From an optimization exercise on the open Yosys and OpenROAD flow, aimed at small area, a short achievable clock period and few clock cycles; shortcuts taken in it are not production practice.
In this exercise RTL edits were held to simulation tests only and were not proved equivalent to the original.
No activity file was given, so power comes from the tool's default toggle rates.

== run 1 ==
Design crossbar, start of the top module:
module crossbar (
	input clk,                                        
	input reset,                                      
	input  master_0_req,				  
	output master_0_ack,                              
	input  master_0_cmd,				  
	output master_0_resp,                             
	input  [31:0] master_0_addr,                      
	input  [31:0] master_0_wdata,                     
	output [31:0] master_0_rdata,                     
	input  master_1_req,				
	output master_1_ack,
	input  master_1_cmd,				
	output master_1_resp,
	input  [31:0] master_1_addr,
	input  [31:0] master_1_wdata,
	output [31:0] master_1_rdata,
	input  master_2_req,
	output master_2_ack,
	input  master_2_cmd,
	output master_2_resp,
	input  [31:0] master_2_addr,
	input  [31:0] master_2_wdata,
	output [31:0] master_2_rdata,
	input  master_3_req,
	output master_3_ack,
	input  master_3_cmd,
	output master_3_resp,
	input  [31:0] master_3_addr,
	input  [31:0] master_3_wdata,
	output [31:0] master_3_rdata,
	output slave_0_req,
	input  slave_0_ack,
	output slave_0_cmd,
	input  slave_0_resp,
	input  [31:0] slave_0_rdata,
	output [31:0] slave_0_wdata,
	output [31:0] slave_0_addr,
	output slave_1_req,
	input  slave_1_ack,
	output slave_1_cmd,
	input  slave_1_resp,
	input  [31:0] slave_1_rdata,
	output [31:0] slave_1_wdata,
	output [31:0] slave_1_addr,
	output slave_2_req,
	input  slave_2_ack,
	output slave_2_cmd,
	input  slave_2_resp,
	input  [31:0] slave_2_rdata,
	output [31:0] slave_2_wdata,
	output [31:0] slave_2_addr,
	output slave_3_req,
	input  slave_3_ack,
	output slave_3_cmd,
	input  slave_3_resp,
	input  [31:0] slave_3_rdata,
	output [31:0] slave_3_wdata,
	output [31:0] slave_3_addr
	);
export LEC_CHECK = 0
export CAP_MARGIN = 20
export CELL_PAD_IN_SITES_DETAIL_PLACEMENT = 1
export CORE_AREA = 5 5 295 295
export CTS_BUF_LIST = sky130_fd_sc_hd__clkbuf_4 sky130_fd_sc_hd__clkbuf_8
export DIE_AREA = 0 0 300 300
export PLACE_DENSITY = 0.35
export SETUP_SLACK_MARGIN = 1.65
export SLEW_MARGIN = 20
create_clock -name core_clock -period 6.0 [get_ports {clk}]
standard.sh (not shown) runs the stock make flow with config.mk's settings and CLKGATE_MAP_FILE= SYNTH_SCRIPT=/design/flow/synth_recipe.tcl, a recipe that flattens the netlist after the stock synthesis.
==> flow/flow/run.sh <==
#!/bin/bash
# Standard ORFS layout; the only change is the cell used for the port
# buffers (a plain buffer instead of the delay cell buffer_ports picks).
set -euo pipefail
BUF=${PORT_BUF:-sky130_fd_sc_hd__buf_1}
bash standard.sh "BUFFER_PORTS_ARGS=-buffer_cell $BUF" finish > flow_make.log 2>&1
Testbench counts of run 1, summed over its fixed seeds: cycles 3,369.
### run 1 -> run 2
Settings: a deleted CTS_BUF_LIST that had been sky130_fd_sc_hd__clkbuf_4 sky130_fd_sc_hd__clkbuf_8; a change of SETUP_SLACK_MARGIN from 1.65 to 1.5.
==> comparison <==
- Each of the runs, namely run 1 and run 2, reached the end of the flow and came out clean.
- Compared run 2 vs run 1, and share of the core filled with cells is down in run 2.
- Against run 1, number of cells in the finished layout apart from fillers in run 2 fell slightly.
- Run 1 was routed with more vias than run 2.
- STATUS minimum clock period after layout: run 2 loses against run 1
- From run 1 to run 2 the numbers moved as follows: power after layout fell about 2.2%, fraction of the cycle the final worst path needs rose 3.1 points, first-iteration DRC count fell about 5%, register-to-register slack about even, routed length on met2 fell 4.1%.
#### Input delta (run 3 over run 2)
==> flow/run.sh (new file) <==
#!/bin/bash
# synth_recipe.tcl (not shown) runs the flow's synth.tcl, then flattens the netlist and writes it again
# the make line also repeats each setting of config.mk as NAME=value (left out here)
make -C /OpenROAD-flow-scripts/flow DESIGN_CONFIG=/design/flow/config.mk WORK_HOME=/design/flow/orfs CLKGATE_MAP_FILE= SYNTH_SCRIPT=/design/flow/synth_recipe.tcl finish
removed: flow/flow/run.sh
removed: flow/standard.sh
### Flow results
Worst hold slack ends up lower on run 2.
Run 3 reports its cell class ranked first by area as buffers while run 2 reports multi-input combinational cells.
Run 3 against run 2: post-route met1 wirelength rose 25%; number of diodes added for antenna fixing has increased.
diff inputs: run 3 => run 4
Settings: changing DIE_AREA from 0 0 300 300 to 0 0 280 280; changing CORE_AREA from 5 5 295 295 to 5 5 275 275.
==> flow/flow/run.sh (new file) <==
#!/bin/bash
# Standard ORFS layout; the only change is the cell used for the port
# buffers (a plain buffer instead of the delay cell buffer_ports picks).
set -euo pipefail
BUF=${PORT_BUF:-sky130_fd_sc_hd__buf_1}
bash standard.sh "BUFFER_PORTS_ARGS=-buffer_cell $BUF" finish > flow_make.log 2>&1
==> flow/standard.sh (new file) <==
#!/bin/bash
# synth_recipe.tcl (not shown) runs the flow's synth.tcl, then flattens the netlist and writes it again
# the make line also repeats each setting of config.mk as NAME=value (left out here)
make -C /OpenROAD-flow-scripts/flow DESIGN_CONFIG=/design/flow/config.mk WORK_HOME=/design/flow/orfs CLKGATE_MAP_FILE= SYNTH_SCRIPT=/design/flow/synth_recipe.tcl "${@:-finish}"
removed: flow/run.sh
### Flow results
slave_3_addr[22] as the destination of the critical timing path was reported by run 4, and slave_1_cmd by run 3. Run 4 vs. run 3: worst slew margin relative to its limit went down by 9.8 points. | final critical-path share of the clock period | run 4 vs run 3 | 0.62 points lower |. Looking at vertical die dimension, run 4 sits below run 3. Summary of the comparison: non-clock buffer share of cell area is lower in run 4, relative to run 3. Run 4 reports a lower area added between synthesis and finish than run 3 does. Against run 3, run 4 reports a area of the die that is lower.
Modified inputs, run 5 compared to run 4
Settings: CORE_AREA now 5 5 295 295, was 5 5 275 275; DIE_AREA now 0 0 300 300, was 0 0 280 280; SETUP_SLACK_MARGIN now 1.8, was 1.5.
- Re worst setup slack: run 4 and run 5 aren't equal, and the lower value belongs to run 4.
- Clock tree buffer count of the final layout down 1 in run 5 wrt run 4
- Cmp run 4 and run 5 / total number of nets in the final design / lower: run 4

---

Setup of alpha:
crossbar again, from the RTL that the note above started with.
// crossbar
module crossbar (
	input clk,                                        
	input reset,                                      
	input  master_0_req,				  
	output master_0_ack,                              
	input  master_0_cmd,				  
	output master_0_resp,                             
	input  [31:0] master_0_addr,                      
	input  [31:0] master_0_wdata,                     
	output [31:0] master_0_rdata,                     
	input  master_1_req,				
	output master_1_ack,
	input  master_1_cmd,				
	output master_1_resp,
	input  [31:0] master_1_addr,
	input  [31:0] master_1_wdata,
	output [31:0] master_1_rdata,
	input  master_2_req,
	output master_2_ack,
	input  master_2_cmd,
	output master_2_resp,
	input  [31:0] master_2_addr,
	input  [31:0] master_2_wdata,
	output [31:0] master_2_rdata,
	input  master_3_req,
	output master_3_ack,
	input  master_3_cmd,
	output master_3_resp,
	input  [31:0] master_3_addr,
	input  [31:0] master_3_wdata,
	output [31:0] master_3_rdata,
	output slave_0_req,
	input  slave_0_ack,
	output slave_0_cmd,
	input  slave_0_resp,
	input  [31:0] slave_0_rdata,
	output [31:0] slave_0_wdata,
	output [31:0] slave_0_addr,
	output slave_1_req,
	input  slave_1_ack,
	output slave_1_cmd,
	input  slave_1_resp,
	input  [31:0] slave_1_rdata,
	output [31:0] slave_1_wdata,
	output [31:0] slave_1_addr,
	output slave_2_req,
	input  slave_2_ack,
	output slave_2_cmd,
	input  slave_2_resp,
	input  [31:0] slave_2_rdata,
	output [31:0] slave_2_wdata,
	output [31:0] slave_2_addr,
	output slave_3_req,
	input  slave_3_ack,
	output slave_3_cmd,
	input  slave_3_resp,
	input  [31:0] slave_3_rdata,
	output [31:0] slave_3_wdata,
	output [31:0] slave_3_addr
	);
Settings: LEC_CHECK=0, CAP_MARGIN=20, CORE_AREA=5 5 195 195, DIE_AREA=0 0 200 200, SLEW_MARGIN=20; clock period 6.0 ns.
run.sh (not shown) runs the stock make flow with config.mk's settings and CLKGATE_MAP_FILE= SYNTH_SCRIPT=/design/flow/synth_recipe.tcl, a recipe that flattens the netlist after the stock synthesis.
Stock flow here: none of the scripts above is used.
alpha | ERROR | I/O pin placement
Testbench counts of alpha, summed over its fixed seeds: cycles 3,369.
The inputs of beta differ from those of alpha as listed below.
==> flow/flow/run.sh (new file) <==
#!/bin/bash
# Standard ORFS layout; the only change is the cell used for the port
# buffers (a plain buffer instead of the delay cell buffer_ports picks).
set -euo pipefail
BUF=${PORT_BUF:-sky130_fd_sc_hd__buf_1}
bash standard.sh "BUFFER_PORTS_ARGS=-buffer_cell $BUF" finish > flow_make.log 2>&1
==> flow/standard.sh (new file) <==
#!/bin/bash
# synth_recipe.tcl (not shown) runs the flow's synth.tcl, then flattens the netlist and writes it again
# the make line also repeats each setting of config.mk as NAME=value (left out here)
make -C /OpenROAD-flow-scripts/flow DESIGN_CONFIG=/design/flow/config.mk WORK_HOME=/design/flow/orfs CLKGATE_MAP_FILE= SYNTH_SCRIPT=/design/flow/synth_recipe.tcl "${@:-finish}"
diff --git a/flow/config.mk b/flow/config.mk
--- a/flow/config.mk
+++ b/flow/config.mk
@@ -8,4 +8,8 @@
 export CAP_MARGIN = 20
-export CORE_AREA = 5 5 195 195
-export DIE_AREA = 0 0 200 200
+export CELL_PAD_IN_SITES_DETAIL_PLACEMENT = 1
+export CORE_AREA = 5 5 295 295
+export CTS_BUF_LIST = sky130_fd_sc_hd__clkbuf_4 sky130_fd_sc_hd__clkbuf_8
+export DIE_AREA = 0 0 300 300
+export PLACE_DENSITY = 0.35
+export SETUP_SLACK_MARGIN = 1.5
 export SLEW_MARGIN = 20
removed: flow/run.sh
--- outcome ---
Out of alpha and beta, the only run to close with the timing, design-rule and antenna checks passing was beta. alpha: aborted in I/O pin placement (tool error). Compared with alpha, in beta share of flip-flops with an asynchronous set or reset after synthesis stayed essentially flat, fraction of the mapped netlist area in compound gates stayed essentially flat, synthesized area per cell stayed essentially flat, width of the chip rose by 50%. Diff beta..alpha | post-synthesis cell count | unchanged. Diff alpha..beta | simple logic cell fraction of the synthesized area | negligible. Site row count went up by more than half going from alpha to beta. Looking at initial core utilization, beta sits below alpha.
The inputs of gamma differ from those of beta as listed below.
==> flow/run.sh (new file) <==
#!/bin/bash
# synth_recipe.tcl (not shown) runs the flow's synth.tcl, then flattens the netlist and writes it again
# the make line also repeats each setting of config.mk as NAME=value (left out here)
make -C /OpenROAD-flow-scripts/flow DESIGN_CONFIG=/design/flow/config.mk WORK_HOME=/design/flow/orfs CLKGATE_MAP_FILE= SYNTH_SCRIPT=/design/flow/synth_recipe.tcl finish
==> flow/config.mk <==
export PLATFORM = sky130hd
export DESIGN_NAME = crossbar
export DESIGN_NICKNAME = crossbar
export VERILOG_FILES = /design/flow/design.v
export SDC_FILE = /design/flow/constraint.sdc
export NUM_CORES = 4
export LEC_CHECK = 0
export CAP_MARGIN = 20
export CORE_AREA = 5 5 295 295
export DIE_AREA = 0 0 300 300
export SLEW_MARGIN = 20
removed: flow/flow/run.sh
removed: flow/standard.sh
Results
- Compared with beta, gamma shows a higher final period utilization.
- Of gamma and beta, gamma shows the higher net switching power, with beta below it.
- Taking beta as the reference, in gamma least setup slack across all paths after layout fell 1360 ps, final critical path time including I/O delays and setup rose 1360 ps, sequential group share of total power fell 2.2 points, post-detailed-routing wire length rose 4.2 mm.
- From gamma to beta, critical path depth did not move at all.
diff inputs: gamma => delta
diff --git a/flow/config.mk b/flow/config.mk
--- a/flow/config.mk
+++ b/flow/config.mk
@@ -8,4 +8,6 @@
 export CAP_MARGIN = 20
+export CELL_PAD_IN_SITES_DETAIL_PLACEMENT = 1
 export CORE_AREA = 5 5 295 295
 export DIE_AREA = 0 0 300 300
+export PLACE_DENSITY = 0.35
 export SLEW_MARGIN = 20
## What came out
- | total number of nets in the final design | gamma vs delta | ≈ equal |
- gamma has a lower setup slack than delta.
- Compared delta vs gamma, and final instance count without filler cells is up in delta.

==> separate check: timing with driven ports <==
The flow's constraints put no driver on any port. The routed layouts listed below were extracted and timed again, unchanged, in two steps. Step 1 sets driving cells, clkbuf_16 on the clock port and buf_2 on the other inputs (assumed; they add their load-dependent delay and slew). Step 2 moves the port delays by t, midway between the first and last clock arrival at a register: inputs arrive t later, outputs are due t later. That takes back most of the time a late clock gives input paths. a / b / c = no drivers / after step 1 / after step 2; a / b = the first two.
run | t (ns) | setup slack, ns | hold slack, ns | clock arrival spread, ns
run 1 | 0.281 | 1.636 / 1.552 / 1.552 | 0.543 / 0.543 / 0.543 | 0.005 / 0.004
run 2 | 0.284 | 1.450 / 1.347 / 1.347 | 0.531 / 0.531 / 0.531 | 0.006 / 0.006
run 3 | 0.296 | 1.379 / 1.306 / 1.306 | 0.555 / 0.555 / 0.555 | 0.000 / 0.001
run 4 | 0.282 | 1.417 / 1.343 / 1.343 | 0.601 / 0.601 / 0.601 | 0.002 / 0.001
run 5 | 0.286 | 1.658 / 1.550 / 1.550 | 0.541 / 0.541 / 0.541 | 0.006 / 0.006
beta | 0.279 | 1.468 / 1.366 / 1.366 | 0.534 / 0.534 / 0.534 | 0.004 / 0.004
gamma | 0.288 | 0.110 / 0.070 / 0.070 | 0.556 / 0.556 / 0.556 | 0.009 / 0.009
delta | 0.291 | 0.194 / 0.077 / 0.077 | 0.553 / 0.553 / 0.553 | 0.000 / 0.000
After both steps setup and hold are still met in every run listed. For delta, which loses most, drivers alone change the setup slack by -0.117 ns; drivers and shift together by -0.117 ns.
